From an optimization exercise on the open Yosys and OpenROAD flow, aimed at a short achievable clock period and few clock cycles; shortcuts taken in it are not production practice. Function was checked by simulation only, so behaviour that the tests miss may differ from the original. Power is estimated from default activity; no workload was simulated.

===== run.sh =====
#!/bin/bash
# synth_recipe.tcl (not shown) runs the flow's synth.tcl, then flattens the netlist and writes it again
# the make line also repeats each setting of config.mk as NAME=value (left out here)
make -C /OpenROAD-flow-scripts/flow DESIGN_CONFIG=/design/flow/config.mk WORK_HOME=/design/flow/orfs CLKGATE_MAP_FILE= SYNTH_SCRIPT=/design/flow/synth_recipe.tcl finish

===== config.mk =====
export PLATFORM = sky130hd
export DESIGN_NAME = DATAPATH_CON_PIPELINE
export DESIGN_NICKNAME = DATAPATH_CON_PIPELINE
export VERILOG_FILES = /design/flow/design.v
export SDC_FILE = /design/flow/constraint.sdc
export NUM_CORES = 4
export LEC_CHECK = 0
export ABC_CLOCK_PERIOD_IN_PS = 2500
export CAP_MARGIN = 20
export CORE_MARGIN = 2
export CORE_UTILIZATION = 40
export SETUP_SLACK_MARGIN = 4.7
export SLEW_MARGIN = 20
export TNS_END_PERCENT = 100

===== constraint.sdc =====
create_clock -name core_clock -period 7.5 [get_ports {clk}]
set_input_delay 1.5000 -clock core_clock [delete_from_list [all_inputs] [get_ports {clk}]]
set_output_delay 1.5000 -clock core_clock [all_outputs]
set_load 0.01 [all_outputs]

===== design.v =====
module ks_adder32(input [31:0] a, input [31:0] b, input [31:0] an, input [31:0] bn,
                  input cin, output [31:0] sum, output [31:0] g, output [31:0] t);
assign g = ~(an | bn);      
assign t = ~(an & bn);      
wire [31:0] h = a ^ b;
wire [31:0] g1, p1, g2, p2, g3, p3, g4, p4, g5, p5;
wire [31:0] gin = {g[31:1], g[0] | (t[0] & cin)};
genvar i;
generate
  for (i = 0; i < 32; i = i + 1) begin : lv
    if (i >= 1) begin : l1
      assign g1[i] = gin[i] | (t[i] & gin[i-1]);
      assign p1[i] = t[i] & t[i-1];
    end else begin : l1b
      assign g1[i] = gin[i];
      assign p1[i] = t[i];
    end
    if (i >= 2) begin : l2
      assign g2[i] = g1[i] | (p1[i] & g1[i-2]);
      assign p2[i] = p1[i] & p1[i-2];
    end else begin : l2b
      assign g2[i] = g1[i];
      assign p2[i] = p1[i];
    end
    if (i >= 4) begin : l3
      assign g3[i] = g2[i] | (p2[i] & g2[i-4]);
      assign p3[i] = p2[i] & p2[i-4];
    end else begin : l3b
      assign g3[i] = g2[i];
      assign p3[i] = p2[i];
    end
    if (i >= 8) begin : l4
      assign g4[i] = g3[i] | (p3[i] & g3[i-8]);
      assign p4[i] = p3[i] & p3[i-8];
    end else begin : l4b
      assign g4[i] = g3[i];
      assign p4[i] = p3[i];
    end
    if (i >= 16) begin : l5
      assign g5[i] = g4[i] | (p4[i] & g4[i-16]);
      assign p5[i] = p4[i] & p4[i-16];
    end else begin : l5b
      assign g5[i] = g4[i];
      assign p5[i] = p4[i];
    end
  end
endgenerate
assign sum = h ^ {g5[30:0], cin};
endmodule
module ks_adder16(input [15:0] a, input [15:0] b, output [15:0] sum, output cout);
wire [15:0] g0 = a & b;
wire [15:0] p0 = a ^ b;
wire [15:0] g1, p1, g2, p2, g3, p3, g4, p4;
genvar i;
generate
  for (i = 0; i < 16; i = i + 1) begin : lv
    if (i >= 1) begin : l1
      assign g1[i] = g0[i] | (p0[i] & g0[i-1]);
      assign p1[i] = p0[i] & p0[i-1];
    end else begin : l1b
      assign g1[i] = g0[i];
      assign p1[i] = p0[i];
    end
    if (i >= 2) begin : l2
      assign g2[i] = g1[i] | (p1[i] & g1[i-2]);
      assign p2[i] = p1[i] & p1[i-2];
    end else begin : l2b
      assign g2[i] = g1[i];
      assign p2[i] = p1[i];
    end
    if (i >= 4) begin : l3
      assign g3[i] = g2[i] | (p2[i] & g2[i-4]);
      assign p3[i] = p2[i] & p2[i-4];
    end else begin : l3b
      assign g3[i] = g2[i];
      assign p3[i] = p2[i];
    end
    if (i >= 8) begin : l4
      assign g4[i] = g3[i] | (p3[i] & g3[i-8]);
      assign p4[i] = p3[i] & p3[i-8];
    end else begin : l4b
      assign g4[i] = g3[i];
      assign p4[i] = p3[i];
    end
  end
endgenerate
assign sum = p0 ^ {g4[14:0], 1'b0};
assign cout = g4[15];
endmodule
module DATAPATH_CON_PIPELINE(clk,reset,imem_addr,imem_rdata,dmem_addr,dmem_wdata,dmem_we,dmem_rdata);
input clk;
input reset;
output [31:0] imem_addr;
input  [31:0] imem_rdata;
output [31:0] dmem_addr;
output [31:0] dmem_wdata;
output dmem_we;
input  [31:0] dmem_rdata;
localparam OP_R = 6'b000000, OP_ADDI = 6'b001000, OP_SLTI = 6'b001010, OP_ANDI = 6'b001100,
           OP_ORI = 6'b001101, OP_LUI = 6'b001111, OP_LW = 6'b100011, OP_SW = 6'b101011,
           OP_BEQ = 6'b000100, OP_BNE = 6'b000101, OP_J = 6'b000010;
localparam FN_ADD = 6'b100000, FN_SUB = 6'b100010, FN_AND = 6'b100100, FN_OR = 6'b100101,
           FN_NOR = 6'b100111, FN_SLT = 6'b101010;
reg  [31:0] pc;
reg  [31:0] d_inst;
reg  [31:0] d_pc4;
reg  [31:0] d_tgt;       
reg         d_pred;      
reg         d_valid;
reg  [31:0] x_a;         
reg  [31:0] x_an;        
reg  [31:0] x_b;         
reg  [31:0] x_opb;       
reg  [31:0] x_opbn;      
reg  [31:0] x_alt;       
reg         x_sub;       
reg         x_r_sum, x_r_and, x_r_or, x_r_nor, x_r_slt, x_r_b;
reg         x_regwrite, x_load, x_store, x_branch, x_bne, x_pred;
reg  [4:0]  x_dest;
reg  [31:0] m_res, m_sd;
reg         m_regwrite, m_load, m_store;
reg  [4:0]  m_dest;
reg  [31:0] w_res;
reg         w_regwrite;
reg  [4:0]  w_dest;
reg  [31:0] rf [1:31];
assign imem_addr = pc;
wire [31:0] pc4 = pc + 32'd4;
wire [5:0]  f_op = imem_rdata[31:26];
wire [15:0] f_imm = imem_rdata[15:0];
wire f_j   = (f_op == OP_J);
wire f_beq = (f_op == OP_BEQ);
wire f_bne = (f_op == OP_BNE);
wire f_same = (imem_rdata[25:21] == imem_rdata[20:16]);
wire f_pred = (f_bne & ~f_same) | (f_beq & (f_same | f_imm[15]));
wire [31:0] f_tgt  = pc4 + {{14{f_imm[15]}}, f_imm, 2'b00};
wire [31:0] f_jtgt = {pc4[31:28], imem_rdata[25:0], 2'b00};
wire [5:0] op = d_inst[31:26];
wire [5:0] fn = d_inst[5:0];
wire [4:0] rs = d_inst[25:21];
wire [4:0] rt = d_inst[20:16];
wire [4:0] rd = d_inst[15:11];
wire [15:0] imm16 = d_inst[15:0];
wire is_r    = (op == OP_R);
wire is_addi = (op == OP_ADDI);
wire is_slti = (op == OP_SLTI);
wire is_andi = (op == OP_ANDI);
wire is_ori  = (op == OP_ORI);
wire is_lui  = (op == OP_LUI);
wire is_lw   = (op == OP_LW);
wire is_sw   = (op == OP_SW);
wire is_beq  = (op == OP_BEQ);
wire is_bne  = (op == OP_BNE);
wire is_br   = is_beq | is_bne;
wire f_add = is_r & (fn == FN_ADD);
wire f_sub = is_r & (fn == FN_SUB);
wire f_and = is_r & (fn == FN_AND);
wire f_or  = is_r & (fn == FN_OR);
wire f_nor = is_r & (fn == FN_NOR);
wire f_slt = is_r & (fn == FN_SLT);
wire use_rs = ~is_lui & (op != OP_J);
wire use_rt = is_r | is_sw | is_br;
wire [4:0] dest = is_r ? rd : rt;
wire regwrite = is_r | is_addi | is_slti | is_andi | is_ori | is_lui | is_lw;
wire [31:0] rf_rs = (rs == 5'd0) ? 32'd0 : (w_regwrite && w_dest == rs) ? w_res : rf[rs];
wire [31:0] rf_rt = (rt == 5'd0) ? 32'd0 : (w_regwrite && w_dest == rt) ? w_res : rf[rt];
wire [31:0] imm_val = is_lui ? {imm16, 16'd0} :
                      (is_andi | is_ori) ? {16'd0, imm16} : {{16{imm16[15]}}, imm16};
wire rs_x = (rs != 5'd0) && (rs == x_dest);
wire rt_x = (rt != 5'd0) && (rt == x_dest);
wire rs_m = (rs != 5'd0) && (rs == m_dest);
wire rt_m = (rt != 5'd0) && (rt == m_dest);
wire stall = d_valid & x_load & ((use_rs & rs_x) | (use_rt & rt_x));
wire [31:0] m_val = m_load ? dmem_rdata : m_res;
wire a_ex = x_regwrite & rs_x;
wire t_ex = x_regwrite & rt_x;
wire [31:0] a_other = (m_regwrite & rs_m) ? m_val : rf_rs;
wire [31:0] t_other = (m_regwrite & rt_m) ? m_val : rf_rt;
wire [31:0] b_other = is_r ? t_other : imm_val;
wire sub = f_sub | f_slt | is_slti;
wire [31:0] sum, a_and_b, a_or_b;
ks_adder32 u_add(.a(x_a), .b(x_opb), .an(x_an), .bn(x_opbn), .cin(x_sub), .sum(sum), .g(a_and_b), .t(a_or_b));
wire lt = (x_an[31] ^ x_opbn[31]) ? sum[31] : ~x_an[31];
wire [31:0] alu = ({32{x_r_sum}} & sum) | ({32{x_r_and}} & a_and_b) |
                  ({32{x_r_or}} & a_or_b) | ({32{x_r_nor}} & ~a_or_b) |
                  ({32{x_r_b}} & x_opb) | {31'd0, x_r_slt & lt};
wire eq = (x_a == x_b);
wire mispredict = x_branch & ((eq ^ x_bne) ^ x_pred);
always @(posedge clk) begin
  if (reset) pc <= 32'd0;
  else if (mispredict) pc <= x_alt;
  else if (stall) pc <= pc;
  else if (f_j) pc <= f_jtgt;
  else if (f_pred) pc <= f_tgt;
  else pc <= pc4;
  if (reset | mispredict) d_valid <= 1'b0;
  else if (!stall) d_valid <= 1'b1;
  if (!stall) begin
    d_inst <= imem_rdata;
    d_pc4  <= pc4;
    d_tgt  <= f_tgt;
    d_pred <= f_pred;
  end
  x_a     <= a_ex ? alu : (use_rs ? a_other : 32'd0);
  x_an    <= ~(a_ex ? alu : (use_rs ? a_other : 32'd0));
  x_b     <= t_ex ? alu : t_other;
  x_opb   <= (is_r & t_ex) ? (sub ? ~alu : alu) : (sub ? ~b_other : b_other);
  x_opbn  <= (is_r & t_ex) ? (sub ? alu : ~alu) : (sub ? b_other : ~b_other);
  x_alt   <= d_pred ? d_pc4 : d_tgt;
  x_dest  <= dest;
  x_sub   <= sub;
  x_r_sum <= f_add | f_sub | is_addi | is_lw | is_sw;
  x_r_and <= f_and | is_andi;
  x_r_or  <= f_or | is_ori;
  x_r_nor <= f_nor;
  x_r_slt <= f_slt | is_slti;
  x_r_b   <= is_lui;
  x_bne   <= is_bne;
  x_pred  <= d_pred;
  if (reset | mispredict | stall | ~d_valid) begin
    x_regwrite <= 1'b0;
    x_load     <= 1'b0;
    x_store    <= 1'b0;
    x_branch   <= 1'b0;
  end else begin
    x_regwrite <= regwrite & (dest != 5'd0);
    x_load     <= is_lw;
    x_store    <= is_sw;
    x_branch   <= is_br;
  end
  m_res  <= alu;
  m_sd   <= x_b;
  m_dest <= x_dest;
  if (reset) begin
    m_regwrite <= 1'b0;
    m_load     <= 1'b0;
    m_store    <= 1'b0;
  end else begin
    m_regwrite <= x_regwrite;
    m_load     <= x_load;
    m_store    <= x_store;
  end
  w_res  <= m_val;
  w_dest <= m_dest;
  if (reset) w_regwrite <= 1'b0;
  else w_regwrite <= m_regwrite;
  if (w_regwrite) rf[w_dest] <= w_res;
end
assign dmem_addr  = m_res;
assign dmem_wdata = m_sd;
assign dmem_we    = m_store;
endmodule

==> summary.txt, run 1 <==
Primary FF master, synth - edfxtp_1
Worst IR drop on VDD - 0.0002595 V
Vias per cell - 6.307
CTS Buf Count - 151
Cell area after synthesis - 68150 um2
Largest net degree at the start of global routing - 65
Async set or reset register ratio after synthesis - 0%
Int Pwr - 0.01444 W
Clk network pwr share - 39.3%
Tmin final - 3.663 ns
Fill cell count - 13644
Worst Max-Slew Pin Slew - 1.176 ns
Die width - 416.8 um
Switching share of power - 25.44%
RSZ-0062 raised after global routing - yes
CTS tree - done
Setup CP Type - register to register
Starting DRT DRC Count - 6258
Element type at the critical path end - register
DRC viols - 0
Slew Limit Fails - 0
Layout cells sized above 1 - 43.25%
Post-Syn Nets - 4640
Clk sinks - 1450
Drt wl/cell - 32.93 um
Antenna viol nets, final - 0
Leak Pwr - 30.92 nW
Vias in the first global route - 46369
Clk slew on worst S/H paths - 0.06 ns
CTS H-tree depth - 4
Initial DRT Pass Iterations - 6
Critical path arrival - 4.38 ns
Cells after Synth - 4534
Hold Crit Class - register to register
GRT Residual Overflow - 0
Setup TNS - 0 ns
Max-cap viol count - 0
Final period util - 48.83%
Core footprint - 169300 um2
Initial antenna violation count - 3
Fin. Hold Viols - 0
GPL Wtd Cong - 0.9717
Hold_buf cts - 0
Top Usage Layer GRT - met2
Number of port buffers - 162
Critical path, cell by cell - and4_4, and3_4, buf_4, and4_4, nand3_2, xnor2_2, buf_4, ha_4, o21a_1, nand3_2, nand2_2, a32oi_2, a21o_4, a2111oi_4, nor3_4, o31a_1, o21ai_1
Seq pwr share - 47.2%
M1 GR Usage - 36.27%
Seq cells post-synth - 1450
Nets - 5265
GRT Total Usage - 27.65%
Crit-path max FO - 5
Req. time, crit path - 8.22 ns
Fmax - 273.0 MHz
Critical Path Start Type - register
Synth Area per Inst - 15.03 um2
Final setup viols - 0
IO Pins - 163
Detail Placement HPWL - 134.8 mm
Worst-Skew Late Latency - 0.79 ns
Clock Tree Buf Depth - 3
WP buf/inv - 2
Slowest cell on the critical path - a2111oi_4
Outcome - no timing/DRC/antenna violations
Max incr delay on CP - 0.41 ns
Number of library cell types mapped by synthesis - 100
First-pass GRT wire length - 342.2 mm
Vias - 47312
Warnings from Yosys - 1
R2R Path Start - pc[4]$_SDFFE_PP0P_
Power Density - 219.8 nW/um2
Top delay family on crit path - compound AO/OA/AOI/OAI gates
Clock root buffer master - clkbuf_16
Overall routed net length - 247.0 mm
Grt met3 use - 5.541%
Part of the Yosys area used for sequential elements - 58.56%
Row cnt - 151
Starting Density - 40.26%
Logic pwr share - 13.5%
Worst clock skew - 0.02803 ns
P_sw - 0.004928 W
Slew HR - 21.63%
Post-synth EDFFs - 1087
Area grow syn2layout - 29.33%
Setup WS pre-CTS - 2.439 ns
Fin worst setup slack - 3.837 ns
Min-delay src - d_pc4[1]$_DFFE_PN_
Die area - 173700 um2
Minimum hold slack - 0.3423 ns
Die height - 416.8 um
Critical path launch point - pc[4]$_SDFFE_PP0P_
Routing usage on met2 - 44.65%
==> cell usage after synthesis (19+ instances only) <==
cell	instances	area (um2)
a211oi_1	104	780.8
a21o_1	26	195.2
a21oi_1	232	1161
a22o_1	24	210.2
a22oi_1	37	277.8
a31oi_1	23	143.9
and2_1	19	118.9
and3_1	21	131.4
buf_1	33	123.9
buf_2	66	330.3
buf_4	19	142.6
clkbuf_1	183	686.9
dfxtp_1	363	7267
edfxtp_1	1087	32640
ha_1	39	488.0
inv_1	114	427.9
mux2_2	52	585.6
mux2i_1	155	1551
mux4_2	552	12430
nand2_1	253	949.7
nand3_1	58	290.3
nor2_1	262	983.4
nor3_1	32	160.2
o211ai_1	23	172.7
o21a_1	20	150.1
o21ai_0	121	605.6
o21ai_1	26	130.1
o22ai_1	30	187.7
xnor2_1	153	1340
xor2_1	86	753.2
==> through the flow <==
stage	total power (W)	area [um2]	util, %	cells
finish	0.01937	88130	52.06	7501
global route	0.01989	88130	52.06	7501
CTS	0.01918	85250	50.36	7341
detailed placement	0.01113	72610	42.89	6695
global placement	0.01113	72600	42.89	6695
floorplan	0.01043	68660	-	4534
==> routing by layer <==
layer / up-vias / share of wire, %
li1: 19316 / -
met1: 24572 / 38
met2: 2843 / 48
met3: 577 / 9.6
met4: 4 / 5.1
met5: - / 0.031
==> power by group through the flow <==
stage               clock [W]  sequential (W)  combinational, W
global route          0.00800         0.00916           0.00273
finish                0.00760         0.00915           0.00262
detailed placement          0         0.00934           0.00180
floorplan                   0         0.00918           0.00126
CTS                   0.00766         0.00914           0.00237
global placement            0         0.00933           0.00179
==> layout by cell type (no fill, tap or decap), types with 106 or more instances in the layout <==
cell type / n
dfxtp_1: 244
inv_1: 106
nand2_1: 224
edfxtp_1: 1087
nor2_1: 197
a21oi_1: 151
xnor2_1: 110
clkbuf_16: 164
buf_4: 322
mux4_2: 552
mux2i_1: 122
buf_6: 154
==> path summary, 6_finish.rpt <==
check | endpoint | slack (ns) | cells after the start
setup / recovery | pc[30]$_SDFFE_PP0P_ | 3.84 | 17
hold / removal | x_alt[1]$_DFF_P_ | 0.34 | 0
setup reg to reg | pc[30]$_SDFFE_PP0P_ | 3.84 | 17
hold reg to reg | x_alt[1]$_DFF_P_ | 0.34 | 0
==> cell families (layout without fill, tap and decap cells) <==
family	after synthesis	count (layout)	share of synthesized area, %
AOI/OAI and AO/OA	827	827	8.097
xor gates and xnor gates	240	240	3.096
adders and majority gates	58	58	1.012
buffers and inverters	439	1183	2.831
DFF	1450	1450	58.56
muxes	759	759	21.38
other	0	2	0
and+or+nand+nor	761	764	5.025
==> area by class of cell <==
class | count | area (um2) | share of cell area, %
inverter | 121 | 505.5 | 0.5735
timing repair inverter | 2 | 17.52 | 0.01988
clock buffer | 196 | 4121 | 4.676
tap | 2218 | 2775 | 3.149
multi-input combinational | 2648 | 30300 | 34.38
clock inverter | 79 | 848.3 | 0.9625
timing repair buffer | 785 | 9398 | 10.66
antenna | 2 | 5.005 | 0.005679
sequential | 1450 | 40160 | 45.57
==> timing repair <==
| action | in CTS | in global routing |
|---|---|---|
| setup endpoints to repair | 668 | 349 |
| buffers inserted | 319 | 147 |
| pin swaps | 212 | 230 |
| resized for setup | 1304 | 307 |
| cloned | 52 | 10 |
==> state kept, by name (all words and copies together) (netlist names), 30 cells and up, named ones only <==
name	count
x_an	32
d_inst	32
x_b	32
rf	992
x_opbn	32
m_sd	32
w_res	32
d_pc4	32
x_a	32
x_alt	32
pc	32
m_res	32
d_tgt	30
x_opb	32
Testbench counts, summed over its fixed seeds: cycles 77,897.
==> run 2: changes to the inputs <==
--- a/design.v
+++ b/design.v
@@ -49,36 +49,19 @@
 endmodule
-module ks_adder16(input [15:0] a, input [15:0] b, output [15:0] sum, output cout);
-wire [15:0] g0 = a & b;
-wire [15:0] p0 = a ^ b;
-wire [15:0] g1, p1, g2, p2, g3, p3, g4, p4;
-genvar i;
+module ks_add #(parameter N = 30, parameter L = 5) (input [N-1:0] a, input [N-1:0] b, input cin, output [N-1:0] sum);
+wire [N-1:0] gg [0:L];
+wire [N-1:0] pp [0:L];
+wire [N-1:0] t = a | b;
+assign gg[0] = {a[N-1:1] & b[N-1:1], (a[0] & b[0]) | (t[0] & cin)};
+assign pp[0] = t;
+genvar k, i;
 generate
-  for (i = 0; i < 16; i = i + 1) begin : lv
-    if (i >= 1) begin : l1
-      assign g1[i] = g0[i] | (p0[i] & g0[i-1]);
-      assign p1[i] = p0[i] & p0[i-1];
-    end else begin : l1b
-      assign g1[i] = g0[i];
-      assign p1[i] = p0[i];
-    end
-    if (i >= 2) begin : l2
-      assign g2[i] = g1[i] | (p1[i] & g1[i-2]);
-      assign p2[i] = p1[i] & p1[i-2];
-    end else begin : l2b
-      assign g2[i] = g1[i];
-      assign p2[i] = p1[i];
-    end
-    if (i >= 4) begin : l3
-      assign g3[i] = g2[i] | (p2[i] & g2[i-4]);
-      assign p3[i] = p2[i] & p2[i-4];
-    end else begin : l3b
-      assign g3[i] = g2[i];
-      assign p3[i] = p2[i];
-    end
-    if (i >= 8) begin : l4
-      assign g4[i] = g3[i] | (p3[i] & g3[i-8]);
-      assign p4[i] = p3[i] & p3[i-8];
-    end else begin : l4b
-      assign g4[i] = g3[i];
-      assign p4[i] = p3[i];
+  for (k = 0; k < L; k = k + 1) begin : lvl
+    for (i = 0; i < N; i = i + 1) begin : bt
+      if (i >= (1 << k)) begin : comb
+        assign gg[k+1][i] = gg[k][i] | (pp[k][i] & gg[k][i - (1 << k)]);
+        assign pp[k+1][i] = pp[k][i] & pp[k][i - (1 << k)];
+      end else begin : pass
+        assign gg[k+1][i] = gg[k][i];
+        assign pp[k+1][i] = pp[k][i];
+      end
     end
@@ -86,4 +69,5 @@
 endgenerate
-assign sum = p0 ^ {g4[14:0], 1'b0};
-assign cout = g4[15];
+wire [N-1:0] c = {gg[L][N-2:0], cin};
+wire [N-1:0] ac = a ^ c;
+assign sum = (b & ~ac) | (~b & ac);
 endmodule
@@ -104,6 +88,6 @@
 reg  [31:0] pc;
+reg  [31:0] pc_n;
 reg  [31:0] d_inst;
+reg  [31:1] d_rs_oh, d_rt_oh;    
 reg  [31:0] d_pc4;
-reg  [31:0] d_tgt;       
-reg         d_pred;      
 reg         d_valid;
@@ -119,3 +103,4 @@
 reg  [4:0]  x_dest;
-reg  [31:0] m_res, m_sd;
+reg  [31:0] m_res, m_sd;       
+reg  [31:0] m_res_n;           
 reg         m_regwrite, m_load, m_store;
@@ -127,11 +112,14 @@
 assign imem_addr = pc;
-wire [31:0] pc4 = pc + 32'd4;
+wire [31:0] pc_i = ~pc_n;
+wire [31:0] pc4 = pc_i + 32'd4;
 wire [5:0]  f_op = imem_rdata[31:26];
-wire [15:0] f_imm = imem_rdata[15:0];
 wire f_j   = (f_op == OP_J);
-wire f_beq = (f_op == OP_BEQ);
-wire f_bne = (f_op == OP_BNE);
-wire f_same = (imem_rdata[25:21] == imem_rdata[20:16]);
-wire f_pred = (f_bne & ~f_same) | (f_beq & (f_same | f_imm[15]));
-wire [31:0] f_tgt  = pc4 + {{14{f_imm[15]}}, f_imm, 2'b00};
+wire [31:1] f_rs_oh, f_rt_oh;
+genvar gi;
+generate
+  for (gi = 1; gi < 32; gi = gi + 1) begin : dec
+    assign f_rs_oh[gi] = (imem_rdata[25:21] == gi);
+    assign f_rt_oh[gi] = (imem_rdata[20:16] == gi);
+  end
+endgenerate
 wire [31:0] f_jtgt = {pc4[31:28], imem_rdata[25:0], 2'b00};
@@ -142,2 +130,5 @@
 wire [4:0] rd = d_inst[15:11];
+wire [31:0] d_tgt = d_pc4 + {{14{d_inst[15]}}, d_inst[15:0], 2'b00};
+wire same_src = (d_inst[25:21] == d_inst[20:16]);
+wire d_pred = ((op == OP_BNE) & ~same_src) | ((op == OP_BEQ) & (same_src | d_inst[15]));
 wire [15:0] imm16 = d_inst[15:0];
@@ -164,4 +155,14 @@
 wire regwrite = is_r | is_addi | is_slti | is_andi | is_ori | is_lui | is_lw;
-wire [31:0] rf_rs = (rs == 5'd0) ? 32'd0 : (w_regwrite && w_dest == rs) ? w_res : rf[rs];
-wire [31:0] rf_rt = (rt == 5'd0) ? 32'd0 : (w_regwrite && w_dest == rt) ? w_res : rf[rt];
+reg  [31:0] rd_rs, rd_rt;
+integer ri;
+always @(*) begin
+  rd_rs = 32'd0;
+  rd_rt = 32'd0;
+  for (ri = 1; ri < 32; ri = ri + 1) begin
+    rd_rs = rd_rs | ({32{d_rs_oh[ri]}} & rf[ri]);
+    rd_rt = rd_rt | ({32{d_rt_oh[ri]}} & rf[ri]);
+  end
+end
+wire [31:0] rf_rs = (w_regwrite && w_dest == rs) ? w_res : rd_rs;
+wire [31:0] rf_rt = (w_regwrite && w_dest == rt) ? w_res : rd_rt;
 wire [31:0] imm_val = is_lui ? {imm16, 16'd0} :
@@ -173,3 +174,4 @@
 wire stall = d_valid & x_load & ((use_rs & rs_x) | (use_rt & rt_x));
-wire [31:0] m_val = m_load ? dmem_rdata : m_res;
+wire id_redirect = d_valid & ~stall & d_pred;
+wire [31:0] m_val = m_load ? dmem_rdata : ~m_res_n;
 wire a_ex = x_regwrite & rs_x;
@@ -192,6 +194,12 @@
   else if (stall) pc <= pc;
+  else if (id_redirect) pc <= d_tgt;
   else if (f_j) pc <= f_jtgt;
-  else if (f_pred) pc <= f_tgt;
   else pc <= pc4;
-  if (reset | mispredict) d_valid <= 1'b0;
+  if (reset) pc_n <= ~32'd0;
+  else if (mispredict) pc_n <= ~x_alt;
+  else if (stall) pc_n <= pc_n;
+  else if (id_redirect) pc_n <= ~d_tgt;
+  else if (f_j) pc_n <= ~f_jtgt;
+  else pc_n <= ~pc4;
+  if (reset | mispredict | id_redirect) d_valid <= 1'b0;
   else if (!stall) d_valid <= 1'b1;
@@ -199,5 +207,5 @@
     d_inst <= imem_rdata;
+    d_rs_oh <= f_rs_oh;
+    d_rt_oh <= f_rt_oh;
     d_pc4  <= pc4;
-    d_tgt  <= f_tgt;
-    d_pred <= f_pred;
   end
@@ -231,2 +239,3 @@
   m_res  <= alu;
+  m_res_n <= ~alu;
   m_sd   <= x_b;
==> summary.txt, run 2 <==
DRC viols - 0 (unchanged)
Leak Pwr - 29.42 nW (was 30.92 nW)
Power Density - 239.6 nW/um2 (was 219.8 nW/um2)
Clk slew on worst S/H paths - 0.07 ns (was 0.06 ns)
IO Pins - 163 (unchanged)
Top-count cell post-synth - edfxtp_1 (unchanged)
Synth Area in Simple Gates - 8.069% (was 5.025%)
Hold_buf cts - 0 (unchanged)
Worst path depth - 14 (was 17)
Slowest cell on the critical path - edfxtp_1 (was a2111oi_4)
Nets - 5712 (was 5265)
Max reg flops - 992 (unchanged)
Synth Area in Compound Gates - 19.38% (was 8.097%)
Top delay family on crit path - simple AND/OR/NAND/NOR gates (was compound AO/OA/AOI/OAI gates)
Max incr delay on CP - 0.44 ns (was 0.41 ns)
Cell area after synthesis - 64600 um2 (was 68150 um2)
Final period util - 42.51% (was 48.83%)
Slew Limit Fails - 0 (unchanged)
Fin. Hold Viols - 0 (unchanged)
Reg2Reg Depth - 14 (was 17)
Part of the Yosys area used for sequential elements - 64.89% (was 58.56%)
Starting DRT DRC Count - 13333 (was 6258)
Synth area leader - edfxtp_1 (unchanged)
Overall routed net length - 307.1 mm (was 247.0 mm)
RSZ-0062 raised after global routing - yes (unchanged)
Post-Synth Adder-Cell Area - 0.8696% (was 1.012%)
Die width - 405.9 um (was 416.8 um)
WP buf/inv - 3 (was 2)
Crit path capture - pc[23]$_SDFFE_PP0P_ (was pc[30]$_SDFFE_PP0P_)
Final setup viols - 0 (unchanged)
Worst R2R Setup Slack - 4.31 ns (was 3.84 ns)
Worst-Skew Late Latency - 0.82 ns (was 0.79 ns)
Initial DRT Pass Iterations - 11 (was 6)
Die area - 164700 um2 (was 173700 um2)
Async set or reset register ratio after synthesis - 0% (unchanged)
Reg2reg end - pc[23]$_SDFFE_PP0P_ (was pc[30]$_SDFFE_PP0P_)
Warnings from Yosys - 1 (unchanged)
Clock root buffer master - clkbuf_16 (unchanged)
R2R Path Start - d_inst[20]$_DFFE_PN_ (was pc[4]$_SDFFE_PP0P_)
Final Instance Area - 82220 um2 (was 88130 um2)
Drt wl/cell - 38.84 um (was 32.93 um)
Die height - 405.9 um (was 416.8 um)
Post-synthesis mux area share - 0.6973% (was 21.38%)
Row cnt - 147 (was 151)
GPL Wtd Cong - 0.9456 (was 0.9717)
First-pass GRT wire length - 404.6 mm (was 342.2 mm)
Crit-path max FO - 7 (was 5)
Slew HR - 17.21% (was 21.63%)
Vias - 56274 (was 47312)
Max-cap viol count - 0 (unchanged)
Setup TNS - 0 ns (unchanged)
Post-synth EDFFs - 1118 (was 1087)
CP dominant cell by count - a21oi_2
Setup CP Type - register to register (unchanged)
Most frequent cells in the layout - edfxtp_1 (1118), a22oi_1 (343), buf_4 (330), dfxtp_1 (318), a22o_1 (291) (was edfxtp_1 (1087), mux4_2 (552), buf_4 (322), dfxtp_1 (244), nand2_1 (224))
Largest family of logic cells by synthesized area - compound AO/OA/AOI/OAI gates (was multiplexers)
Most flop-heavy register - rf (unchanged)
Core footprint - 160400 um2 (was 169300 um2)
Cells after Synth - 5100 (was 4534)
Fmax - 313.6 MHz (was 273.0 MHz)
Critical path arrival - 3.88 ns (was 4.38 ns)
Worst IR drop on VDD - 0.0002489 V (was 0.0002595 V)
Yosys top cell area share - 51.97% (was 47.90%)
GRT Residual Overflow - 0 (unchanged)
Number of port buffers - 162 (unchanged)
Req. time, crit path - 8.19 ns (was 8.22 ns)
CTS tree - done (unchanged)
Clk sinks - 1535 (was 1450)
Starting Density - 40.28% (was 40.26%)
DP Area - 69390 um2 (was 72610 um2)
Synth Area per Inst - 12.67 um2 (was 15.03 um2)
Critical path, cell by cell - buf_4, or4_4, o211ai_1, buf_4, nor4_4, o21ai_2, nand2_2, or2_4, buf_12, or4_4, a21oi_2, nor3b_1, a21oi_2, a21oi_2 (was and4_4, and3_4, buf_4, and4_4, nand3_2, xnor2_2, buf_4, ha_4, o21a_1, nand3_2, nand2_2, a32oi_2, a21o_4, a2111oi_4, nor3_4, o31a_1, o21ai_1)
Vias per cell - 7.116 (was 6.307)
Number of library cell types mapped by synthesis - 91 (was 100)
Clock Tree Buf Depth - 3 (unchanged)
Most common library cell in the layout ignoring fill and taps - edfxtp_1 (unchanged)
Area grow syn2layout - 27.28% (was 29.33%)
XOR/XNOR Fraction of Synth Area - 3.078% (was 3.096%)
Post-Syn Nets - 5199 (was 4640)
Layout cells sized above 1 - 25.97% (was 43.25%)
Outcome - no timing/DRC/antenna violations (unchanged)
Tmin final - 3.188 ns (was 3.663 ns)
Element type at the critical path end - register (unchanged)
Critical Path Start Type - register (unchanged)
CTS Buf Count - 157 (was 151)
Seq cells post-synth - 1535 (was 1450)
Largest net degree at the start of global routing - 68 (was 65)
Min-delay src - x_b[0]$_DFF_P_ (was d_pc4[1]$_DFFE_PN_)
Initial antenna violation count - 8 (was 3)
Fill cell count - 13442 (was 13644)
Critical path launch point - d_inst[20]$_DFFE_PN_ (was pc[4]$_SDFFE_PP0P_)
Hold Crit Class - register to register (unchanged)
Worst clock skew - 0.05504 ns (was 0.02803 ns)
Post-synth top cells - edfxtp_1 (1118), dfxtp_1 (417), a22oi_1 (350), nor2_1 (301), nand2_1 (296) (was edfxtp_1 (1087), mux4_2 (552), dfxtp_1 (363), nor2_1 (262), nand2_1 (253))
Detail Placement HPWL - 161.5 mm (was 134.8 mm)
Antenna viol nets, final - 0 (unchanged)
Primary FF master, synth - edfxtp_1 (unchanged)
Worst Max-Slew Pin Slew - 1.240 ns (was 1.176 ns)
GRT Total Usage - 35.14% (was 27.65%)
CTS H-tree depth - 4 (unchanged)
Vias in the first global route - 52420 (was 46369)
Synth area leaders - edfxtp_1 (52%), dfxtp_1 (13%), a22oi_1 (4.1%) (was edfxtp_1 (48%), mux4_2 (18%), dfxtp_1 (11%))
## run 2: changes by cell type after synthesis, sizes merged, moves of 54 or more
| cell | delta |
|---|---|
| mux4 | -552 |
| a22oi | +309 |
| a221oi | +279 |
| a22o | +266 |
| nand4 | +123 |
| mux2i | -110 |
| clkbuf | +106 |
| buf | -82 |
| a222oi | +59 |
| nor3 | +58 |
| dfxtp | +54 |
## run 2: worst register-to-register path: cells and delay by family, from the launching register on
| family | cells | cell delay (ns) |
|---|---|---|
| AND/OR/NAND/NOR | 6 | 1.34 |
| buffers and inverters | 3 | 0.48 |
| AO/OA/AOI/OAI | 5 | 0.83 |
| flip-flops | 1 | 0.44 |
## run 2: worst min path at each step
stage / end / slack, ns / cells past startpoint
global route: m_sd[0]$_DFF_P_ / 0.36 / 0
global placement: m_sd[26]$_DFF_P_ / 0.35 / 0
CTS: m_sd[0]$_DFF_P_ / 0.35 / 0
finish: m_sd[0]$_DFF_P_ / 0.35 / 0
detailed placement: m_sd[0]$_DFF_P_ / 0.36 / 0
floorplan: m_sd[0]$_DFF_P_ / 0.35 / 0
## run 2: kinds of logic (layout without fill, tap and decap cells)
| group | count (synthesis) | count (layout) |
|---|---|---|
| AO/OA/AOI/OAI | 1641 | 1641 |
| other | 0 | 10 |
| flip-flops | 1535 | 1535 |
| adder cells (fa/ha/maj) | 47 | 47 |
| buffers and inverters | 509 | 1146 |
| XOR/XNOR | 227 | 227 |
| multiplexers | 45 | 45 |
| AND/OR/NAND/NOR | 1096 | 1097 |
## run 2: final cells by class
type	count	area, um2	share of cell area [%]
diodes	10	25.02	0.03044
clock buffers	202	4285	5.212
clock inverters	82	847.1	1.030
inverters	167	680.7	0.8278
multi-input cells	3057	24120	29.34
flip-flops and latches	1535	42120	51.22
well taps	2160	2703	3.287
repair buffers	691	7366	8.959
repair inverters	4	77.57	0.09435
## run 2: repair_timing
action / CTS / global route
pin swaps: 218 / 246
gates cloned: 17 / 21
buffers inserted: 176 / 131
gates resized for setup: 1082 / 421
setup endpoints to repair: 563 / 364
## run 2: per-layer routing
| layer | up-vias | wire (um) | global-route usage, % | share of wire, % |
|---|---|---|---|---|
| li1 | 21311 | - | - | - |
| met1 | 27077 | 102700 | 44.35 | 33 |
| met2 | 6066 | 120800 | 48.36 | 39 |
| met3 | 1802 | 55910 | 15.87 | 18 |
| met4 | 18 | 27370 | 22.73 | 8.9 |
| met5 | - | 284 | 0.3568 | 0.092 |
## run 2: per-stage QoR
step	hold WS, ns	cells	power (W)	setup WS [ns]	utilization [%]
4_1_cts	0.3537	7746	0.01935	4.425	49.17
5_1_grt	0.3554	7898	0.02007	4.238	51.25
3_3_place_gp	0.3512	7269	0.01121	3.521	43.26
6_report	0.3497	7908	0.01970	4.312	51.26
2_1_floorplan	0.3489	5100	0.01051	4.531	-
3_5_place_dp	0.3559	7269	0.01122	3.464	43.26
## run 2: power by group
part / internal (W) / leakage, nW / switching, W
Clock: 0.00459 / 2.51 / 0.00347
Combinational: 0.000832 / 12.7 / 0.00122
Sequential: 0.00933 / 14.2 / 0.000274
Total: 0.0147 / 29.4 / 0.00496
Testbench counts of run 2, summed over its fixed seeds: cycles 82,054.
==> run 3: changes to the inputs <==
--- a/design.v
+++ b/design.v
@@ -73,2 +73,16 @@
 endmodule
+module incdec #(parameter N = 14) (input [N-1:0] a, output [N-1:0] inc, output [N-1:0] dec);
+genvar i;
+generate
+  for (i = 0; i < N; i = i + 1) begin : bt
+    if (i == 0) begin : b0
+      assign inc[i] = ~a[i];
+      assign dec[i] = ~a[i];
+    end else begin : bn
+      assign inc[i] = a[i] ^ (&a[i-1:0]);
+      assign dec[i] = a[i] ^ ~(|a[i-1:0]);
+    end
+  end
+endgenerate
+endmodule
 module DATAPATH_CON_PIPELINE(clk,reset,imem_addr,imem_rdata,dmem_addr,dmem_wdata,dmem_we,dmem_rdata);
@@ -88,6 +102,9 @@
 reg  [31:0] pc;
-reg  [31:0] pc_n;
+reg  [31:0] pc4;
 reg  [31:0] d_inst;
 reg  [31:1] d_rs_oh, d_rt_oh;    
-reg  [31:0] d_pc4;
+reg         d_haz;               
+reg  [31:0] d_pc4, d_pc8;    
+reg  [15:0] d_tlo;           
+reg         d_tc;            
 reg         d_valid;
@@ -99,2 +116,3 @@
 reg  [31:0] x_alt;       
+reg  [31:0] x_alt4;      
 reg         x_sub;       
@@ -110,8 +128,13 @@
 reg  [4:0]  w_dest;
+reg  [31:1] w_we;        
 reg  [31:0] rf [1:31];
 assign imem_addr = pc;
-wire [31:0] pc_i = ~pc_n;
-wire [31:0] pc4 = pc_i + 32'd4;
+wire [31:0] pc8 = pc4 + 32'd4;
+wire [16:0] f_tlo = {1'b0, pc4[17:2]} + {1'b0, imem_rdata[15:0]};
+wire [31:0] f_jtgt  = {pc4[31:28], imem_rdata[25:0], 2'b00};
+wire [31:0] f_jtgt4 = f_jtgt + 32'd4;
 wire [5:0]  f_op = imem_rdata[31:26];
 wire f_j   = (f_op == OP_J);
+wire f_use_rs = (f_op != OP_LUI) & ~f_j;
+wire f_use_rt = (f_op == OP_R) | (f_op == OP_SW) | (f_op == OP_BEQ) | (f_op == OP_BNE);
 wire [31:1] f_rs_oh, f_rt_oh;
@@ -124,3 +147,2 @@
 endgenerate
-wire [31:0] f_jtgt = {pc4[31:28], imem_rdata[25:0], 2'b00};
 wire [5:0] op = d_inst[31:26];
@@ -130,3 +152,7 @@
 wire [4:0] rd = d_inst[15:11];
-wire [31:0] d_tgt = d_pc4 + {{14{d_inst[15]}}, d_inst[15:0], 2'b00};
+wire [13:0] d_up = d_pc4[31:18];
+wire [13:0] d_upp, d_upm;
+incdec #(.N(14)) u_up(.a(d_up), .inc(d_upp), .dec(d_upm));
+wire [31:0] d_tgt = {(d_tc == d_inst[15]) ? d_up : d_tc ? d_upp : d_upm, d_tlo, 2'b00};
+wire [31:0] d_tgt4 = d_tgt + 32'd4;
 wire same_src = (d_inst[25:21] == d_inst[20:16]);
@@ -173,3 +199,3 @@
 wire rt_m = (rt != 5'd0) && (rt == m_dest);
-wire stall = d_valid & x_load & ((use_rs & rs_x) | (use_rt & rt_x));
+wire stall = d_valid & x_load & d_haz;
 wire id_redirect = d_valid & ~stall & d_pred;
@@ -191,14 +217,21 @@
 always @(posedge clk) begin
-  if (reset) pc <= 32'd0;
-  else if (mispredict) pc <= x_alt;
-  else if (stall) pc <= pc;
-  else if (id_redirect) pc <= d_tgt;
-  else if (f_j) pc <= f_jtgt;
-  else pc <= pc4;
-  if (reset) pc_n <= ~32'd0;
-  else if (mispredict) pc_n <= ~x_alt;
-  else if (stall) pc_n <= pc_n;
-  else if (id_redirect) pc_n <= ~d_tgt;
-  else if (f_j) pc_n <= ~f_jtgt;
-  else pc_n <= ~pc4;
+  if (reset) begin
+    pc  <= 32'd0;
+    pc4 <= 32'd4;
+  end else if (mispredict) begin
+    pc  <= x_alt;
+    pc4 <= x_alt4;
+  end else if (stall) begin
+    pc  <= pc;
+    pc4 <= pc4;
+  end else if (id_redirect) begin
+    pc  <= d_tgt;
+    pc4 <= d_tgt4;
+  end else if (f_j) begin
+    pc  <= f_jtgt;
+    pc4 <= f_jtgt4;
+  end else begin
+    pc  <= pc4;
+    pc4 <= pc8;
+  end
   if (reset | mispredict | id_redirect) d_valid <= 1'b0;
@@ -209,3 +242,8 @@
     d_rt_oh <= f_rt_oh;
+    d_haz   <= is_lw & (rt != 5'd0) & ((f_use_rs & (imem_rdata[25:21] == rt)) |
+                                       (f_use_rt & (imem_rdata[20:16] == rt)));
     d_pc4  <= pc4;
+    d_pc8  <= pc8;
+    d_tlo  <= f_tlo[15:0];
+    d_tc   <= f_tlo[16];
   end
@@ -217,2 +255,3 @@
   x_alt   <= d_pred ? d_pc4 : d_tgt;
+  x_alt4  <= d_pred ? d_pc8 : d_tgt4;
   x_dest  <= dest;
@@ -255,3 +294,6 @@
   else w_regwrite <= m_regwrite;
-  if (w_regwrite) rf[w_dest] <= w_res;
+  for (ri = 1; ri < 32; ri = ri + 1)
+    w_we[ri] <= ~reset & m_regwrite & (m_dest == ri);
+  for (ri = 1; ri < 32; ri = ri + 1)
+    if (w_we[ri]) rf[ri] <= w_res;
 end
--- a/config.mk
+++ b/config.mk
@@ -7,3 +7,3 @@
 export LEC_CHECK = 0
-export ABC_CLOCK_PERIOD_IN_PS = 2500
+export ABC_AREA = 1
 export CAP_MARGIN = 20
==> summary.txt, run 3 <==
Worst-Skew Late Latency - 0.87 ns (was 0.82 ns)
Max-cap viol count - 0 (unchanged)
Crit-path max FO - 13 (was 7)
GRT Residual Overflow - 0 (unchanged)
Slew HR - 17.92% (was 17.21%)
Vias in the first global route - 61426 (was 52420)
Overall routed net length - 333.0 mm (was 307.1 mm)
Setup CP Type - register to register (unchanged)
CTS tree - done (unchanged)
Clk sinks - 1644 (was 1535)
Async set or reset register ratio after synthesis - 0% (unchanged)
CTS H-tree depth - 4 (unchanged)
RSZ-0062 raised after global routing - yes (unchanged)
Synth Area in Compound Gates - 9.651% (was 19.38%)
Reg2Reg Depth - 12 (was 14)
Most common library cell in the layout ignoring fill and taps - nand2_1 (was edfxtp_1)
Synth area leaders - edfxtp_1 (48%), nand2_1 (14%), dfxtp_1 (13%) (was edfxtp_1 (52%), dfxtp_1 (13%), a22oi_1 (4.1%))
Power Density - 238.4 nW/um2 (was 239.6 nW/um2)
Post-Syn Nets - 7863 (was 5199)
Number of library cell types mapped by synthesis - 67 (was 91)
Worst Max-Slew Pin Slew - 1.229 ns (was 1.240 ns)
Critical path arrival - 3.70 ns (was 3.88 ns)
GRT Total Usage - 34.13% (was 35.14%)
Final period util - 39.18% (was 42.51%)
Primary FF master, synth - edfxtp_1 (unchanged)
Post-synthesis mux area share - 0% (was 0.6973%)
Vias - 66417 (was 56274)
IO Pins - 163 (unchanged)
Fill cell count - 16913 (was 13442)
Area grow syn2layout - 19.74% (was 27.28%)
XOR/XNOR Fraction of Synth Area - 2.140% (was 3.078%)
Outcome - no timing/DRC/antenna violations (unchanged)
Starting DRT DRC Count - 11877 (was 13333)
Die area - 187600 um2 (was 164700 um2)
Number of port buffers - 162 (unchanged)
Warnings from Yosys - 2 (was 1)
Worst hold stages - 0 (unchanged)
Final core utilization - 48.18% (was 51.26%)
Vias per cell - 6.209 (was 7.116)
Fmax - 340.3 MHz (was 313.6 MHz)
Seq cells post-synth - 1644 (was 1535)
Antenna viol nets, final - 0 (unchanged)
DRC viols - 0 (unchanged)
GPL Wtd Cong - 0.9858 (was 0.9456)
Part of the Yosys area used for sequential elements - 60.52% (was 64.89%)
Row cnt - 157 (was 147)
Detail Placement HPWL - 191.2 mm (was 161.5 mm)
Most frequent cells in the layout - nand2_1 (2648), edfxtp_1 (1166), inv_1 (476), nand3_1 (398), nor2_1 (341) (was edfxtp_1 (1118), a22oi_1 (343), buf_4 (330), dfxtp_1 (318), a22o_1 (291))
Final setup viols - 0 (unchanged)
Slew Limit Fails - 0 (unchanged)
Clock Tree Buf Depth - 3 (unchanged)
Clock root buffer master - clkbuf_16 (unchanged)
Nets - 8164 (was 5712)
Clk slew on worst S/H paths - 0.06 ns (was 0.07 ns)
Most flop-heavy register - rf (unchanged)
Worst IR drop on VDD - 0.0001813 V (was 0.0002489 V)
Top-count cell post-synth - nand2_1 (was edfxtp_1)
Tmin final - 2.938 ns (was 3.188 ns)
Synth Area in Simple Gates - 22.64% (was 8.069%)
Worst clock skew - 0.08314 ns (was 0.05504 ns)
Critical Path Start Type - register (unchanged)
Largest net degree at the start of global routing - 81 (was 68)
Max reg flops - 992 (unchanged)
Post-synth top cells - nand2_1 (2708), edfxtp_1 (1166), inv_1 (494), dfxtp_1 (478), nand3_1 (422) (was edfxtp_1 (1118), dfxtp_1 (417), a22oi_1 (350), nor2_1 (301), nand2_1 (296))
Largest family of logic cells by synthesized area - simple AND/OR/NAND/NOR gates (was compound AO/OA/AOI/OAI gates)
Fin. Hold Viols - 0 (unchanged)
First-pass GRT wire length - 452.5 mm (was 404.6 mm)
Die height - 433.1 um (was 405.9 um)
Synth Area per Inst - 9.474 um2 (was 12.67 um2)
Post-Synth Adder-Cell Area - 0.3839% (was 0.8696%)
Reg area - 44780 um2 (was 42120 um2)
Hold_buf cts - 0 (unchanged)
Core footprint - 183100 um2 (was 160400 um2)
Initial antenna violation count - 13 (was 8)
Synth area leader - edfxtp_1 (unchanged)
Leak Pwr - 34.12 nW (was 29.42 nW)
Req. time, crit path - 8.26 ns (was 8.19 ns)
Element type at the critical path end - register (unchanged)
Setup TNS - 0 ns (unchanged)
Die width - 433.1 um (was 405.9 um)
Layout cells sized above 1 - 14.52% (was 25.97%)
Area occupied by multi-input gates - 27110 um2 (was 24120 um2)
Cells after Synth - 7775 (was 5100)
Initial DRT Pass Iterations - 9 (was 11)
CTS Buf Count - 174 (was 157)
Drt wl/cell - 31.13 um (was 38.84 um)
Cell area after synthesis - 73660 um2 (was 64600 um2)
Yosys top cell area share - 47.53% (was 51.97%)
Post-synth EDFFs - 1166 (was 1118)
Starting Density - 40.23% (was 40.28%)
Hold Crit Class - register to register (unchanged)
-- run 3: final timing paths --
check | startpoint | end | slack (ns)
max | d_rt_oh[24]$_DFFE_PN_ | x_opbn[15]$_DFF_P_ | 4.56
min | x_b[8]$_DFF_P_ | m_sd[8]$_DFF_P_ | 0.35
max reg2reg | d_rt_oh[24]$_DFFE_PN_ | x_opbn[15]$_DFF_P_ | 4.56
min reg2reg | x_b[8]$_DFF_P_ | m_sd[8]$_DFF_P_ | 0.35
-- run 3: final cells by class --
cell class	count	share of cell area, %
antenna	14	0.03972
clock buffer	226	5.440
tap	2464	3.495
sequential	1644	50.77
timing repair inverter	3	0.03972
clock inverter	93	1.105
inverter	515	2.386
timing repair buffer	484	5.996
multi-input combinational	5254	30.73
-- run 3: power by group --
part           leakage (nW)  total (W)  switching [W]  internal [W]
Clock                  2.83    0.00882        0.00392       0.00491
Combinational          16.1    0.00195        0.00133      0.000625
Sequential             15.2     0.0103       0.000264       0.00999
-- run 3: per-stage QoR --
stage          worst slack [ns]  total power [W]  cell area [um2]  hold slack (ns)  instances
2_1_floorplan             4.107          0.01131            74170           0.3258       7775
3_3_place_gp              2.807          0.01212            78620           0.3544      10215
6_report                  4.562          0.02103            88210           0.3536      10697
4_1_cts                   4.616          0.02084            86140           0.3559      10605
3_5_place_dp              2.780          0.01214            78650           0.3553      10215
5_1_grt                   4.614          0.02150            88170           0.3593      10683
-- run 3: logic make-up (layout without fill, tap and decap cells) --
kind of cell	Yosys count	in the layout
AO/OA/AOI/OAI	1080	1080
XOR/XNOR	180	180
adder cells (fa/ha/maj)	22	22
buffers and inverters	881	1321
flip-flops	1644	1644
other	0	14
AND/OR/NAND/NOR	3968	3972
-- run 3: layer usage --
layer  vias to the layer above  track usage, %  share of wire [%]
li1                      27533               -                  -
met1                     31805           43.54                 35
met2                      5741           49.48                 42
met3                      1328           11.34                 15
met4                        10           22.09                7.6
met5                         -               0              0.024
-- run 3: timing repair --
action,in CTS,in global routing
setup endpoints to repair,355,297
gates cloned,10,11
hold endpoints to repair,0,0
resized for setup,850,358
buffers inserted,61,67
pin swaps,26,65
-- run 3: worst max-delay path: stages (launching register included) --
cell	delay, ns
edfxtp_1	0.43
buf_12	0.19
buf_16	0.21
nand2_1	0.06
nand4_1	0.15
nor4_4	0.57
nand3_2	0.26
o21ai_2	0.16
a21oi_2	0.09
or2_1	0.23
nand3_1	0.09
nand3_2	0.13
and2_1	0.17
Testbench counts of run 3, summed over its fixed seeds: cycles 82,054.
==> run 4: changes to the inputs <==
--- a/design.v
+++ b/design.v
@@ -106,2 +106,6 @@
 reg         d_haz;               
+reg         d_rs_x, d_rs_m, d_rs_w;  
+reg         d_rt_x, d_rt_m, d_rt_w;  
+reg         d_ftaken;            
+reg         d_fbad;              
 reg  [31:0] d_pc4, d_pc8;    
@@ -139,2 +143,12 @@
 wire f_use_rt = (f_op == OP_R) | (f_op == OP_SW) | (f_op == OP_BEQ) | (f_op == OP_BNE);
+wire [4:0] f_rs = imem_rdata[25:21];
+wire [4:0] f_rt = imem_rdata[20:16];
+wire f_same = (f_rs == f_rt);
+wire f_pred = ((f_op == OP_BNE) & ~f_same) | ((f_op == OP_BEQ) & (f_same | imem_rdata[15]));
+wire f_take = f_pred & (imem_rdata[15:8] == {8{imem_rdata[7]}});
+wire [8:0] f_lo  = {1'b0, pc4[9:2]} + {1'b0, imem_rdata[7:0]};
+wire [8:0] f_lo4 = {1'b0, pc8[9:2]} + {1'b0, imem_rdata[7:0]};
+wire [31:0] f_btgt  = {pc4[31:10], f_lo[7:0], 2'b00};
+wire [31:0] f_btgt4 = {pc8[31:10], f_lo4[7:0], 2'b00};
+wire f_bad = (f_lo[8] != imem_rdata[7]) | (f_lo4[8] != imem_rdata[7]);
 wire [31:1] f_rs_oh, f_rt_oh;
@@ -191,17 +205,13 @@
 end
-wire [31:0] rf_rs = (w_regwrite && w_dest == rs) ? w_res : rd_rs;
-wire [31:0] rf_rt = (w_regwrite && w_dest == rt) ? w_res : rd_rt;
+wire [31:0] rf_rs = (w_regwrite & d_rs_w) ? w_res : rd_rs;
+wire [31:0] rf_rt = (w_regwrite & d_rt_w) ? w_res : rd_rt;
 wire [31:0] imm_val = is_lui ? {imm16, 16'd0} :
                       (is_andi | is_ori) ? {16'd0, imm16} : {{16{imm16[15]}}, imm16};
-wire rs_x = (rs != 5'd0) && (rs == x_dest);
-wire rt_x = (rt != 5'd0) && (rt == x_dest);
-wire rs_m = (rs != 5'd0) && (rs == m_dest);
-wire rt_m = (rt != 5'd0) && (rt == m_dest);
 wire stall = d_valid & x_load & d_haz;
-wire id_redirect = d_valid & ~stall & d_pred;
+wire id_redirect = d_valid & ~stall & d_pred & (~d_ftaken | d_fbad);
 wire [31:0] m_val = m_load ? dmem_rdata : ~m_res_n;
-wire a_ex = x_regwrite & rs_x;
-wire t_ex = x_regwrite & rt_x;
-wire [31:0] a_other = (m_regwrite & rs_m) ? m_val : rf_rs;
-wire [31:0] t_other = (m_regwrite & rt_m) ? m_val : rf_rt;
+wire a_ex = x_regwrite & d_rs_x;
+wire t_ex = x_regwrite & d_rt_x;
+wire [31:0] a_other = (m_regwrite & d_rs_m) ? m_val : rf_rs;
+wire [31:0] t_other = (m_regwrite & d_rt_m) ? m_val : rf_rt;
 wire [31:0] b_other = is_r ? t_other : imm_val;
@@ -232,2 +242,5 @@
     pc4 <= f_jtgt4;
+  end else if (f_take) begin
+    pc  <= f_btgt;
+    pc4 <= f_btgt4;
   end else begin
@@ -242,4 +255,3 @@
     d_rt_oh <= f_rt_oh;
-    d_haz   <= is_lw & (rt != 5'd0) & ((f_use_rs & (imem_rdata[25:21] == rt)) |
-                                       (f_use_rt & (imem_rdata[20:16] == rt)));
+    d_haz   <= is_lw & (rt != 5'd0) & ((f_use_rs & (f_rs == rt)) | (f_use_rt & (f_rt == rt)));
     d_pc4  <= pc4;
@@ -248,2 +260,17 @@
     d_tc   <= f_tlo[16];
+    d_ftaken <= f_take;
+    d_fbad   <= f_bad;
+    d_rs_x <= (f_rs != 5'd0) & (f_rs == dest);
+    d_rt_x <= (f_rt != 5'd0) & (f_rt == dest);
+    d_rs_m <= (f_rs != 5'd0) & (f_rs == x_dest);
+    d_rt_m <= (f_rt != 5'd0) & (f_rt == x_dest);
+    d_rs_w <= (f_rs != 5'd0) & (f_rs == m_dest);
+    d_rt_w <= (f_rt != 5'd0) & (f_rt == m_dest);
+  end else begin
+    d_rs_x <= 1'b0;
+    d_rt_x <= 1'b0;
+    d_rs_m <= d_rs_x;
+    d_rt_m <= d_rt_x;
+    d_rs_w <= d_rs_m;
+    d_rt_w <= d_rt_m;
   end
==> summary.txt, run 4 <==
Outcome - no timing/DRC/antenna violations (unchanged)
Worst IR drop on VDD - 0.0002573 V (was 0.0001813 V)
Setup WS pre-CTS - 2.874 ns (was 2.780 ns)
Synth area leader - edfxtp_1 (unchanged)
Part of the Yosys area used for sequential elements - 59.94% (was 60.52%)
Drt wl/cell - 32.44 um (was 31.13 um)
Vias in the first global route - 62835 (was 61426)
Most flop-heavy register - rf (unchanged)
Logic pwr share - 9.5% (was 9.3%)
Initial DRT Pass Iterations - 12 (was 9)
WP buf/inv - 3 (was 2)
Starting DRT DRC Count - 12796 (was 11877)
Primary FF master, synth - edfxtp_1 (unchanged)
RSZ-0062 raised after global routing - yes (unchanged)
IO Pins - 163 (unchanged)
Total length of routed met2 wires - 142.8 mm (was 139.7 mm)
Post-synth top cells - nand2_1 (2685), edfxtp_1 (1168), inv_1 (555), dfxtp_1 (479), nor2_1 (449) (was nand2_1 (2708), edfxtp_1 (1166), inv_1 (494), dfxtp_1 (478), nand3_1 (422))
Seq pwr share - 48.2% (was 48.8%)
Worst Max-Slew Pin Slew - 1.264 ns (was 1.229 ns)
CP dominant cell by count - nand2_1 (was nand3_2)
Element type at the critical path end - register (unchanged)
Hold Crit Class - register to register (unchanged)
Max reg flops - 992 (unchanged)
Switching share of power - 25.93% (was 26.19%)
Clock Tree Buf Depth - 3 (unchanged)
Yosys top cell area share - 47.07% (was 47.53%)
Detail Placement HPWL - 200.1 mm (was 191.2 mm)
Uppermost routed layer - met5 (unchanged)
Leak Pwr - 34.81 nW (was 34.12 nW)
Top-count cell post-synth - nand2_1 (unchanged)
Tmin final - 2.929 ns (was 2.938 ns)
CTS Buf Count - 173 (was 174)
Die width - 435.6 um (was 433.1 um)
Antenna viol nets, final - 0 (unchanged)
GRT Total Usage - 35.36% (was 34.13%)
Vias - 68409 (was 66417)
M1 wire length - 126.2 mm (was 118.1 mm)
Final setup viols - 0 (unchanged)
Worst-Skew Late Latency - 0.87 ns (about the same)
Max incr delay on CP - 0.41 ns (was 0.57 ns)
Met3 WL - 56.43 mm (was 49.87 mm)
Seq cells post-synth - 1647 (was 1644)
Layout cells sized above 1 - 14.49% (was 14.52%)
Fmax - 341.4 MHz (was 340.3 MHz)
Cell area after synthesis - 74510 um2 (was 73660 um2)
Setup TNS - 0 ns (unchanged)
Critical Path Start Type - register (unchanged)
Number of library cell types mapped by synthesis - 67 (unchanged)
Number of port buffers - 162 (unchanged)
Final core utilization - 48.26% (was 48.18%)
Post-Syn Nets - 8032 (was 7863)
Req. time, crit path - 8.25 ns (was 8.26 ns)
Top delay family on crit path - simple AND/OR/NAND/NOR gates (unchanged)
Row cnt - 158 (was 157)
Int Pwr - 0.01580 W (was 0.01552 W)
Critical path, cell by cell - buf_4, buf_8, a221oi_1, nand4_1, nor2_1, nand2_2, nand2_1, nand3_1, nand2_1, xor2_1, nand2_1, o21ai_2, inv_2 (was buf_12, buf_16, nand2_1, nand4_1, nor4_4, nand3_2, o21ai_2, a21oi_2, or2_1, nand3_1, nand3_2, and2_1)
Nets - 8355 (was 8164)
Slew HR - 14.85% (was 17.92%)
Fin worst setup slack - 4.571 ns (was 4.562 ns)
Final period util - 39.06% (was 39.18%)
Critical path arrival - 3.68 ns (was 3.70 ns)
Starting Density - 40.23% (about the same)
Clk slew on worst S/H paths - 0.06 ns (about the same)
Clk sinks - 1647 (was 1644)
First-pass GRT wire length - 475.5 mm (was 452.5 mm)
GPL Wtd Cong - 0.9654 (was 0.9858)
Core footprint - 185200 um2 (was 183100 um2)
Crit-path max FO - 22 (was 13)
CTS tree - done (unchanged)
Die area - 189700 um2 (was 187600 um2)
Clock root buffer master - clkbuf_16 (unchanged)
Cells after Synth - 7934 (was 7775)
Warnings from Yosys - 2 (unchanged)
DRC viols - 0 (unchanged)
Most common library cell in the layout ignoring fill and taps - nand2_1 (unchanged)
Fin. Hold Viols - 0 (unchanged)
CTS H-tree depth - 4 (unchanged)
Largest net degree at the start of global routing - 84 (was 81)
Vias per cell - 6.277 (was 6.209)
Initial antenna violation count - 14 (was 13)
GRT Residual Overflow - 0 (unchanged)
Worst clock skew - 0.07439 ns (was 0.08314 ns)
Synth area leaders - edfxtp_1 (47%), nand2_1 (14%), dfxtp_1 (13%) (was edfxtp_1 (48%), nand2_1 (14%), dfxtp_1 (13%))
P_sw - 0.005531 W (was 0.005508 W)
Power Density - 238.6 nW/um2 (was 238.4 nW/um2)
Slowest cell on the critical path - a221oi_1 (was nor4_4)
Most frequent cells in the layout - nand2_1 (2641), edfxtp_1 (1168), inv_1 (529), nor2_1 (428), o21ai_0 (366) (was nand2_1 (2648), edfxtp_1 (1166), inv_1 (476), nand3_1 (398), nor2_1 (341))
Die height - 435.6 um (was 433.1 um)
Setup CP Type - register to register (unchanged)
Post-synth EDFFs - 1168 (was 1166)
Slew Limit Fails - 0 (unchanged)
Max-cap viol count - 0 (unchanged)
Area grow syn2layout - 19.98% (was 19.74%)
Async set or reset register ratio after synthesis - 0% (unchanged)
Synth Area per Inst - 9.391 um2 (was 9.474 um2)
Overall routed net length - 353.6 mm (was 333.0 mm)
Clk network pwr share - 42.3% (was 41.9%)
## run 4: changes by cell type after synthesis, moves of 34 or more
cell,delta
nand3_1,-131
nor2_1,+90
nand4_1,+68
o21ai_0,+64
inv_1,+61
a211oi_1,-47
a221oi_1,-34
## run 4: cell families after synthesis
kind of cell	count (synthesis)	share of synthesized area [%]
simple gates	4009	22.66
fa+ha+maj	32	0.5575
flops	1647	59.94
buf+inv	944	4.915
xor+xnor	178	2.092
compound gates	1124	9.838
## run 4: power by group through the flow
stage	registers, W	logic [W]	clock network, W
2_1_floorplan	0.0104	0.000995	0
3_3_place_gp	0.0105	0.00177	0
3_5_place_dp	0.0105	0.00178	0
4_1_cts	0.0103	0.00184	0.00898
5_1_grt	0.0103	0.00213	0.00934
6_report	0.0103	0.00202	0.00902
## run 4: final timing paths
kind                                       startpoint                end  slack [ns]  cells past startpoint
worst max-delay path            d_rt_oh[11]$_DFFE_PN_  x_opb[15]$_DFF_P_        4.57                     13
worst min-delay path                   x_b[8]$_DFF_P_    m_sd[8]$_DFF_P_        0.35                      0
worst max register to register  d_rt_oh[11]$_DFFE_PN_  x_opb[15]$_DFF_P_        4.57                     13
worst min register to register         x_b[8]$_DFF_P_    m_sd[8]$_DFF_P_        0.35                      0
## run 4: metrics by stage
stage / cells / hold WS [ns] / instance area [um2] / total power, W
6_report: 10898 / 0.3508 / 89400 / 0.02133
5_1_grt: 10887 / 0.3615 / 89370 / 0.02177
4_1_cts: 10788 / 0.3592 / 87040 / 0.02109
3_5_place_dp: 10408 / 0.3503 / 79620 / 0.01224
3_3_place_gp: 10406 / 0.3396 / 79600 / 0.01223
2_1_floorplan: 7934 / 0.3308 / 74840 / 0.01137
## run 4: cell type report
type | instances | area, um2
diodes | 12 | 30.03
clock buffers | 243 | 4888
clock inverters | 81 | 1003
fillers | 17037 | 95840
inverters | 580 | 2321
multi-input cells | 5344 | 27490
flip-flops and latches | 1647 | 44870
well taps | 2480 | 3103
repair buffers | 509 | 5672
repair inverters | 2 | 15.01
## run 4: what timing repair did
| action | 4_1_cts | 5_1_grt |
|---|---|---|
| gates resized for setup | 861 | 391 |
| endpoints found under the setup margin | 453 | 314 |
| gates cloned | 8 | 18 |
| buffers inserted | 48 | 80 |
| pin swaps | 16 | 54 |
| hold buffers | 0 | 0 |
## run 4: worst reg2reg max path, delay by kind of cell, from the launching register on
family                 cells  cell delay [ns]
AO/OA/AOI/OAI              2             0.55
buffers and inverters      3             0.57
XOR/XNOR                   1             0.16
flip-flops                 1             0.36
AND/OR/NAND/NOR            7             1.17
## run 4: routing by layer
metal,vias up,track usage (%)
met5,-,0
met4,12,22.37
met3,1481,13.16
met2,6210,49.72
met1,32631,45.68
li1,28075,-
Testbench counts of run 4, summed over its fixed seeds: cycles 77,981.
==> run 5: changes to the inputs <==
--- a/config.mk
+++ b/config.mk
@@ -10,3 +10,3 @@
 export CORE_MARGIN = 2
-export CORE_UTILIZATION = 40
+export CORE_UTILIZATION = 65
 export SETUP_SLACK_MARGIN = 4.7
==> summary.txt, run 5 <==
CTS tree - done (unchanged)
GRT Residual Overflow - 0 (unchanged)
Core footprint - 114000 um2 (was 185200 um2)
Initial DRT Pass Iterations - 14 (was 12)
Post-Syn Nets - 8032 (unchanged)
Tmin final - 3.012 ns (was 2.929 ns)
Nets - 8358 (was 8355)
Uppermost routed layer - met5 (unchanged)
Fmax - 332.0 MHz (was 341.4 MHz)
Element type at the critical path end - register (unchanged)
Clock Tree Buf Depth - 3 (unchanged)
Post-synth top cells - nand2_1 (2685), edfxtp_1 (1168), inv_1 (555), dfxtp_1 (479), nor2_1 (449) (unchanged)
Starting DRT DRC Count - 16837 (was 12796)
GRT Total Usage - 54.79% (was 35.36%)
Initial antenna violation count - 14 (unchanged)
RSZ-0062 raised after global routing - yes (unchanged)
Synth area leaders - edfxtp_1 (47%), nand2_1 (14%), dfxtp_1 (13%) (unchanged)
Fin. Hold Viols - 0 (unchanged)
Primary FF master, synth - edfxtp_1 (unchanged)
Total length of routed met2 wires - 130.0 mm (was 142.8 mm)
Synth Area in Simple Gates - 22.66% (unchanged)
Final core utilization - 76.89% (was 48.26%)
CTS H-tree depth - 4 (unchanged)
Max reg flops - 992 (unchanged)
Post-synthesis mux area share - 0% (unchanged)
Part of the Yosys area used for sequential elements - 59.94% (unchanged)
Cell area after synthesis - 74510 um2 (unchanged)
GPL Wtd Cong - 1.027 (was 0.9654)
Critical Path Start Type - register (unchanged)
Worst Max-Slew Pin Slew - 1.285 ns (was 1.264 ns)
Async set or reset register ratio after synthesis - 0% (unchanged)
Detail Placement HPWL - 186.6 mm (was 200.1 mm)
Final setup viols - 0 (unchanged)
Crit-path max FO - 16 (was 22)
Vias per cell - 7.229 (was 6.277)
Warnings from Yosys - 2 (unchanged)
IO Pins - 163 (unchanged)
Slew Limit Fails - 0 (unchanged)
Worst IR drop on VDD - 0.0003184 V (was 0.0002573 V)
Met3 WL - 66.87 mm (was 56.43 mm)
Outcome - no timing/DRC/antenna violations (unchanged)
Layout cells sized above 1 - 14.23% (was 14.49%)
Clock root buffer master - clkbuf_16 (unchanged)
Number of port buffers - 162 (unchanged)
Critical path arrival - 3.71 ns (was 3.68 ns)
Number of library cell types mapped by synthesis - 67 (unchanged)
Synth area leader - edfxtp_1 (unchanged)
Cells after Synth - 7934 (unchanged)
Top-count cell post-synth - nand2_1 (unchanged)
[run 5: cell count changes in the layout (fill, tap and decap cells not counted), moves of 14 or more]
cell	before	now
buf_2	15	95
buf_12	47	27
buf_4	212	226
nand2_1	2641	2620
nand2_2	39	55
dfxtp_1	338	411
dfxtp_2	128	59
clkbuf_1	46	26
buf_6	141	69
[run 5: final timing paths]
| check | startpoint | to | slack [ns] | cells past startpoint |
|---|---|---|---|---|
| worst max register to register | d_rs_oh[30]$_DFFE_PN_ | x_an[11]$_DFF_P_ | 4.49 | 11 |
| worst max-delay path | d_rs_oh[30]$_DFFE_PN_ | x_an[11]$_DFF_P_ | 4.49 | 11 |
| worst min register to register | x_dest[4]$_DFF_P_ | m_dest[4]$_DFF_P_ | 0.36 | 0 |
| worst min-delay path | x_dest[4]$_DFF_P_ | m_dest[4]$_DFF_P_ | 0.36 | 0 |
[run 5: per-layer routing]
metal / track usage [%] / vias to the layer above
li1: - / 28108
met4: 44.53 / 20
met3: 27.97 / 2699
met5: 1.643 / -
met2: 73.73 / 8241
met1: 65.35 / 32724
[run 5: cell type report]
class | count | area share, %
Sequential cell | 1647 | 51.06
Multi-Input combinational cell | 5348 | 31.76
Timing Repair Buffer | 510 | 5.625
Clock buffer | 221 | 5.371
Inverter | 580 | 2.668
Tap cell | 1512 | 2.158
Clock inverter | 95 | 1.280
Timing Repair inverter | 5 | 0.04709
Antenna cell | 13 | 0.03710
[run 5: repair_timing]
item / CTS / global route
hold buffers: 0 / 0
pin swaps: 33 / 82
cloned: 12 / 16
endpoints found under the setup margin: 339 / 209
buffers inserted: 78 / 81
resized for setup: 810 / 355
[run 5: power breakdown]
part | leakage (nW) | internal, W | total (W) | switching, W
Combinational | 16.7 | 0.000623 | 0.00203 | 0.00141
Clock | 2.85 | 0.00505 | 0.00886 | 0.00380
Sequential | 15.2 | 0.0100 | 0.0103 | 0.000263
Total | 34.7 | 0.0157 | 0.0212 | 0.00548
[run 5: cell families after synthesis]
group           count (synthesis)
flops                        1647
buf+inv                       944
simple gates                 4009
xor+xnor                      178
fa+ha+maj                      32
compound gates               1124
[run 5: critical path, cell delays in order (launching register included)]
cell and delay [ns]:
edfxtp_1 0.35, buf_4 0.43, buf_4 0.55, a22o_1 0.21
nand3b_1 0.10, nor4_1 0.06, nand2_1 0.08, o21ai_0 0.25
a21oi_1 0.27, o21ai_0 0.22, o21ai_0 0.30, inv_1 0.06
[run 5: per-stage QoR]
step                      worst slack, ns  area (um2)  cells  hold slack (ns)
after global placement              2.980       78170   9412           0.3377
after global routing                4.549       87660   9920           0.3665
after floorplan                     4.136       74840   7934           0.3308
after CTS                           4.664       85450   9820           0.3556
after detailed placement            2.878       78210   9414           0.3507
final                               4.488       87680   9931           0.3582

Re-timed with assumed drivers on the ports (clkbuf_16 on the clock, buf_2 on other inputs), run 5 has 4.488 ns of setup slack against 4.488 ns with ideal ports, and 3.905 ns once port delays also move by the mid clock arrival of 0.889 ns.
